From an optimization exercise on the open Yosys and OpenROAD flow, aimed at small area and a short achievable clock period; shortcuts taken in it are not production practice.
Where RTL was checked, it was by simulation tests only, not by an equivalence proof against the original.
Power figures rest on the tool's default switching activity, not on a simulated workload.

Design top_level, start of the top module:
module top_level
#(parameter WIDTH = 8)
(
	input clk, rst, init, finish, ack,
	input [WIDTH-1:0]
		ori_0,
		ori_1,
		ori_2,
		ori_3,
		ori_4,
		ori_5,
		ori_6,
		ori_7,
		ori_8,
		ori_9,
		ori_10,
		ori_11,
		ori_12,
		ori_13,
		ori_14,
		ori_15,
		ori_16,
		ori_17,
		ori_18,
		ori_19,
		ori_20,
		ori_21,
		ori_22,
		ori_23,
		ori_24,
		ori_25,
		ori_26,
		ori_27,
		ori_28,
		ori_29,
		ori_30,
		ori_31,
		can_0,
		can_1,
		can_2,
		can_3,
		can_4,
		can_5,
		can_6,
		can_7,
		can_8,
		can_9,
		can_10,
		can_11,
		can_12,
		can_13,
		can_14,
		can_15,
		can_16,
		can_17,
		can_18,
		can_19,
		can_20,
		can_21,
		can_22,
		can_23,
		can_24,
		can_25,
		can_26,
		can_27,
		can_28,
		can_29,
		can_30,
		can_31,
	output done,
	output [WIDTH+4:0] out_sad
	);
	wire idle, en;
	control b_control(
		.clk(clk),
		.rst(rst),
		.init(init),
		.finish(finish),
		.ack(ack),
		.done(done),
		.idle(idle),
		.en(en)
		);
	reg en_1, en_2;
	always @(posedge clk)
	begin
		en_1 <= en;
		en_2 <= en_1;
	end
	SAD_4x8 b_SAD_4x8(
		.clk(clk),
		.ori_0(ori_0),
		.ori_1(ori_1),
		.ori_2(ori_2),
		.ori_3(ori_3),
		.ori_4(ori_4),
		.ori_5(ori_5),
		.ori_6(ori_6),
		.ori_7(ori_7),
		.ori_8(ori_8),
		.ori_9(ori_9),
		.ori_10(ori_10),
		.ori_11(ori_11),
		.ori_12(ori_12),
		.ori_13(ori_13),
		.ori_14(ori_14),
		.ori_15(ori_15),
		.ori_16(ori_16),
		.ori_17(ori_17),
		.ori_18(ori_18),
		.ori_19(ori_19),
		.ori_20(ori_20),
		.ori_21(ori_21),
		.ori_22(ori_22),
		.ori_23(ori_23),
		.ori_24(ori_24),
		.ori_25(ori_25),
		.ori_26(ori_26),
		.ori_27(ori_27),
		.ori_28(ori_28),
		.ori_29(ori_29),
		.ori_30(ori_30),
		.ori_31(ori_31),
		.can_0(can_0),
		.can_1(can_1),
		.can_2(can_2),
		.can_3(can_3),
  ...
For scale: roughly 3,900 cells after synthesis, about 270 flip-flops, ~29,000 um^2 of cells after synthesis.
Settings: LEC_CHECK=0, ABC_AREA=1, CAP_MARGIN=20, CORE_MARGIN=2, CORE_UTILIZATION=40, SLEW_MARGIN=20; clock period 5.8 ns.
standard.sh (not shown) runs the stock make flow with config.mk's settings and CLKGATE_MAP_FILE= SYNTH_SCRIPT=/design/flow/synth_recipe.tcl, a recipe that flattens the netlist after the stock synthesis.
==> flow/flow/run.sh <==
#!/bin/bash
# The standard layout, except that the port buffers are buf_1 cells
# (buffer_ports otherwise picks the slow, large clkdlybuf4s50_1). repair_design
# and repair_timing still resize them as they do any buffer.
set -euo pipefail
export BUFFER_PORTS_ARGS="-buffer_cell sky130_fd_sc_hd__buf_1"
bash standard.sh finish > standard.log 2>&1
The starting point ran to the end with no violations.
Then changed:
--- a/flow/design.v
+++ b/flow/design.v
@@ -67,24 +67,21 @@
 		can_22,
 		can_23,
 		can_24,
 		can_25,
 		can_26,
 		can_27,
 		can_28,
 		can_29,
 		can_30,
 		can_31,
-	input clr,    
-	input upd,    
-	input take,   
-	output [12:0] out_sad
+	output [12:0] sum_out
 );
 	wire [8:0] t_0 = {1'b0, ori_0} + {1'b0, ~can_0};
 	wire c_0 = t_0[8];
 	wire [7:0] y_0 = t_0[7:0] ^ {8{~c_0}};
 	wire [8:0] t_1 = {1'b0, ori_1} + {1'b0, ~can_1};
 	wire c_1 = t_1[8];
 	wire [7:0] y_1 = t_1[7:0] ^ {8{~c_1}};
 	wire [8:0] t_2 = {1'b0, ori_2} + {1'b0, ~can_2};
 	wire c_2 = t_2[8];
 	wire [7:0] y_2 = t_2[7:0] ^ {8{~c_2}};
@@ -1384,40 +1381,21 @@
 	assign s549 = rb[35] ^ c526 ^ s527;
 	assign c550 = (rb[35] & c526) | (rb[35] & s527) | (c526 & s527);
 	assign s551 = rb[39] ^ c528 ^ s529;
 	assign c552 = (rb[39] & c528) | (rb[39] & s529) | (c528 & s529);
 	assign s553 = rb[43] ^ c530 ^ s531;
 	assign c554 = (rb[43] & c530) | (rb[43] & s531) | (c530 & s531);
 	assign s555 = rb[44] ^ c532;
 	assign c556 = rb[44] & c532;
 	wire [12:0] op_a = {c556, c554, c552, c550, c548, c546, c544, c542, c540, c538, c536, c534, s511};
 	wire [12:0] op_b = {1'b0, s555, s553, s551, s549, s547, s545, s543, s541, s539, s537, s535, s533};
-	wire [6:0] lo = op_a[5:0] + op_b[5:0];
-	wire [6:0] nxt_a = op_a[12:6];
-	wire [5:0] nxt_b = {op_b[11], op_b[10], op_b[9], op_b[8], op_b[7], op_b[6]};
-	reg [5:0] t_lo;
-	reg t_c;
-	reg [6:0] t_a;
-	reg [5:0] t_b;
-	always @(posedge clk)
-	begin
-		if (clr | (upd & ~take))
-		begin
-			t_lo <= 0; t_c <= 0; t_a <= 0; t_b <= 0;
-		end
-		else if (upd)
-		begin
-			t_lo <= lo[5:0]; t_c <= lo[6]; t_a <= nxt_a; t_b <= nxt_b;
-		end
-	end
-	wire [6:0] hi_b = {1'b0, t_b[5], t_b[4], t_b[3], t_b[2], t_b[1], t_b[0]};
-	assign out_sad = {t_a + hi_b + t_c, t_lo};
+	assign sum_out = op_a + op_b;
 endmodule
 module control
 (
 	input  clk, rst, init, finish, ack,
 	output done,   
 	output idle,   
 	output en      
 );
 	reg busy, wait_st, done_st;
 	wire calc = busy & ~wait_st;
@@ -1506,36 +1484,31 @@
 		can_26,
 		can_27,
 		can_28,
 		can_29,
 		can_30,
 		can_31,
 	output done,
 	output [WIDTH+4:0] out_sad
 	);
 	wire idle, en;
+	wire [12:0] sum;
 	control b_control(
 		.clk(clk),
 		.rst(rst),
 		.init(init),
 		.finish(finish),
 		.ack(ack),
 		.done(done),
 		.idle(idle),
 		.en(en)
 		);
-	reg en_1, en_2;
-	always @(posedge clk)
-	begin
-		en_1 <= en;
-		en_2 <= en_1;
-	end
 	SAD_4x8 b_SAD_4x8(
 		.clk(clk),
 		.ori_0(ori_0),
 		.ori_1(ori_1),
 		.ori_2(ori_2),
 		.ori_3(ori_3),
 		.ori_4(ori_4),
 		.ori_5(ori_5),
 		.ori_6(ori_6),
 		.ori_7(ori_7),
@@ -1588,16 +1561,25 @@
 		.can_22(can_22),
 		.can_23(can_23),
 		.can_24(can_24),
 		.can_25(can_25),
 		.can_26(can_26),
 		.can_27(can_27),
 		.can_28(can_28),
 		.can_29(can_29),
 		.can_30(can_30),
 		.can_31(can_31),
-		.clr(idle),
-		.upd(en_1),
-		.take(en_2),
-		.out_sad(out_sad)
+		.sum_out(sum)
 		);
+	reg en_1, en_2;
+	reg [12:0] total;
+	always @(posedge clk)
+	begin
+		en_1 <= en;
+		en_2 <= en_1;
+		if (idle)
+			total <= 0;
+		else if (en_1)
+			total <= en_2 ? sum : 13'd0;
+	end
+	assign out_sad = total;
 endmodule
Outcome: Non-clock buffer count does not change. Cell count decreases by 10%. Global-route usage increases by 0.75 points. Clock skew increases by 0.023 ns. Die area decreases by 5.4%.
Only the layout flow was run in the first run of this note; the RTL was not checked for function there.

========
Another version of the RTL of top_level (not shown whole).
For scale: about 3900 cells after synthesis, ~530 I/O pins, about 0.029 mm^2 of cells after synthesis.
Design top_level, start of the top module:
module top_level
#(parameter WIDTH = 8)
(
	input clk, rst, init, finish, ack,
	input [WIDTH-1:0]
		ori_0,
		ori_1,
		ori_2,
		ori_3,
		ori_4,
		ori_5,
		ori_6,
		ori_7,
		ori_8,
		ori_9,
		ori_10,
		ori_11,
		ori_12,
		ori_13,
		ori_14,
		ori_15,
		ori_16,
		ori_17,
		ori_18,
		ori_19,
		ori_20,
		ori_21,
		ori_22,
		ori_23,
		ori_24,
		ori_25,
		ori_26,
		ori_27,
		ori_28,
		ori_29,
		ori_30,
		ori_31,
		can_0,
		can_1,
		can_2,
		can_3,
		can_4,
		can_5,
		can_6,
		can_7,
		can_8,
		can_9,
		can_10,
		can_11,
		can_12,
		can_13,
		can_14,
		can_15,
		can_16,
		can_17,
		can_18,
		can_19,
		can_20,
		can_21,
		can_22,
		can_23,
		can_24,
		can_25,
		can_26,
		can_27,
		can_28,
		can_29,
		can_30,
		can_31,
	output done,
	output [WIDTH+4:0] out_sad
	);
==> flow/config.mk <==
export PLATFORM = sky130hd
export DESIGN_NAME = top_level
export DESIGN_NICKNAME = top_level
export VERILOG_FILES = /design/flow/design.v
export SDC_FILE = /design/flow/constraint.sdc
export NUM_CORES = 4
export LEC_CHECK = 0
export ABC_AREA = 1
export CAP_MARGIN = 20
export CORE_MARGIN = 2
export CORE_UTILIZATION = 40
export SLEW_MARGIN = 20
export SYNTH_HIERARCHICAL = 1
export SYNTH_MINIMUM_KEEP_SIZE = 0
==> flow/constraint.sdc <==
create_clock -name core_clock -period 5.8 [get_ports {clk}]
set_input_delay 1.1600 -clock core_clock [delete_from_list [all_inputs] [get_ports {clk}]]
set_output_delay 1.1600 -clock core_clock [all_outputs]
set_load 0.01 [all_outputs]
Scripts as last shown in full above: flow/flow/run.sh
The first run produced a clean layout.
Rerun with:
--- a/flow/design.v
+++ b/flow/design.v
@@ -67,24 +67,21 @@
 		can_22,
 		can_23,
 		can_24,
 		can_25,
 		can_26,
 		can_27,
 		can_28,
 		can_29,
 		can_30,
 		can_31,
-	input clr,    
-	input upd,    
-	input take,   
-	output [12:0] out_sad
+	output [12:0] sum_out
 );
 	wire [8:0] t_0 = {1'b0, ori_0} + {1'b0, ~can_0};
 	wire c_0 = t_0[8];
 	wire [7:0] y_0 = t_0[7:0] ^ {8{~c_0}};
 	wire [8:0] t_1 = {1'b0, ori_1} + {1'b0, ~can_1};
 	wire c_1 = t_1[8];
 	wire [7:0] y_1 = t_1[7:0] ^ {8{~c_1}};
 	wire [8:0] t_2 = {1'b0, ori_2} + {1'b0, ~can_2};
 	wire c_2 = t_2[8];
 	wire [7:0] y_2 = t_2[7:0] ^ {8{~c_2}};
@@ -1106,40 +1103,21 @@
 	sad_fa u_s541 (.a(rb[19]), .b(c518), .c(s519), .s(s541), .co(c542));
 	sad_fa u_s543 (.a(rb[23]), .b(c520), .c(s521), .s(s543), .co(c544));
 	sad_fa u_s545 (.a(rb[27]), .b(c522), .c(s523), .s(s545), .co(c546));
 	sad_fa u_s547 (.a(rb[31]), .b(c524), .c(s525), .s(s547), .co(c548));
 	sad_fa u_s549 (.a(rb[35]), .b(c526), .c(s527), .s(s549), .co(c550));
 	sad_fa u_s551 (.a(rb[39]), .b(c528), .c(s529), .s(s551), .co(c552));
 	sad_fa u_s553 (.a(rb[43]), .b(c530), .c(s531), .s(s553), .co(c554));
 	sad_ha u_s555 (.a(rb[44]), .b(c532), .s(s555), .co(c556));
 	wire [12:0] op_a = {c556, c554, c552, c550, c548, c546, c544, c542, c540, c538, c536, c534, s511};
 	wire [12:0] op_b = {1'b0, s555, s553, s551, s549, s547, s545, s543, s541, s539, s537, s535, s533};
-	wire [6:0] lo = op_a[5:0] + op_b[5:0];
-	wire [6:0] nxt_a = op_a[12:6];
-	wire [5:0] nxt_b = {op_b[11], op_b[10], op_b[9], op_b[8], op_b[7], op_b[6]};
-	reg [5:0] t_lo;
-	reg t_c;
-	reg [6:0] t_a;
-	reg [5:0] t_b;
-	always @(posedge clk)
-	begin
-		if (clr | (upd & ~take))
-		begin
-			t_lo <= 0; t_c <= 0; t_a <= 0; t_b <= 0;
-		end
-		else if (upd)
-		begin
-			t_lo <= lo[5:0]; t_c <= lo[6]; t_a <= nxt_a; t_b <= nxt_b;
-		end
-	end
-	wire [6:0] hi_b = {1'b0, t_b[5], t_b[4], t_b[3], t_b[2], t_b[1], t_b[0]};
-	assign out_sad = {t_a + hi_b + t_c, t_lo};
+	assign sum_out = op_a + op_b;
 endmodule
 module sad_fa(input a, b, c, output s, co);
 	assign s = a ^ b ^ c;
 	assign co = (a & b) | (a & c) | (b & c);
 endmodule
 module sad_ha(input a, b, output s, co);
 	assign s = a ^ b;
 	assign co = a & b;
 endmodule
 module control
@@ -1236,36 +1214,31 @@
 		can_26,
 		can_27,
 		can_28,
 		can_29,
 		can_30,
 		can_31,
 	output done,
 	output [WIDTH+4:0] out_sad
 	);
 	wire idle, en;
+	wire [12:0] sum;
 	control b_control(
 		.clk(clk),
 		.rst(rst),
 		.init(init),
 		.finish(finish),
 		.ack(ack),
 		.done(done),
 		.idle(idle),
 		.en(en)
 		);
-	reg en_1, en_2;
-	always @(posedge clk)
-	begin
-		en_1 <= en;
-		en_2 <= en_1;
-	end
 	SAD_4x8 b_SAD_4x8(
 		.clk(clk),
 		.ori_0(ori_0),
 		.ori_1(ori_1),
 		.ori_2(ori_2),
 		.ori_3(ori_3),
 		.ori_4(ori_4),
 		.ori_5(ori_5),
 		.ori_6(ori_6),
 		.ori_7(ori_7),
@@ -1318,16 +1291,25 @@
 		.can_22(can_22),
 		.can_23(can_23),
 		.can_24(can_24),
 		.can_25(can_25),
 		.can_26(can_26),
 		.can_27(can_27),
 		.can_28(can_28),
 		.can_29(can_29),
 		.can_30(can_30),
 		.can_31(can_31),
-		.clr(idle),
-		.upd(en_1),
-		.take(en_2),
-		.out_sad(out_sad)
+		.sum_out(sum)
 		);
+	reg en_1, en_2;
+	reg [12:0] total;
+	always @(posedge clk)
+	begin
+		en_1 <= en;
+		en_2 <= en_1;
+		if (idle)
+			total <= 0;
+		else if (en_1)
+			total <= en_2 ? sum : 13'd0;
+	end
+	assign out_sad = total;
 endmodule
What happened:
- synthesized area decreases by 0.58%
- sequential power decreases by about 2%
- final area decreases by 0.88%
- clock skew hardly moves
- global-route usage increases by 0.89 points
- maximum frequency increases by 15%
- combinational power increases by about 10%
- power increases by 7.9%
Only the layout flow was run in the first run of this note; the RTL was not checked for function there.

port drivers added, routing unchanged:
The results above use ideal ports. As a check the final layouts listed here were re-extracted and re-timed, cells and wires unchanged.
Step 1 sets driving cells, clkbuf_16 on the clock port and buf_2 on the other inputs (assumed; they add their load-dependent delay and slew).
Step 2 adds t to the input delays and takes it off the output delays; t is the mean of the earliest and latest rising clock arrival at the registers after step 1. Input paths then give back, and output paths get back, about the clock's delay inside the block.
Three values: ideal ports, drivers, drivers and shift; two values: the first two.
run | t, ns | setup WS [ns] | clock arrival spread, ns
the first run of note 1 | 0.598 | 2.354 / 2.297 / 2.495 | 0.010 / 0.010
the second run of note 1 | 0.625 | 2.570 / 2.570 / 2.180 | 0.033 / 0.033
the first run of note 2 | 0.629 | 2.294 / 2.240 / 2.469 | 0.038 / 0.038
the second run of note 2 | 0.616 | 2.751 / 2.751 / 2.401 | 0.035 / 0.034
After both steps setup and hold are still met in every run listed. The setup slack of the second run of note 1, which loses most, moves by 0.000 ns with the drivers and by -0.390 ns with both steps.
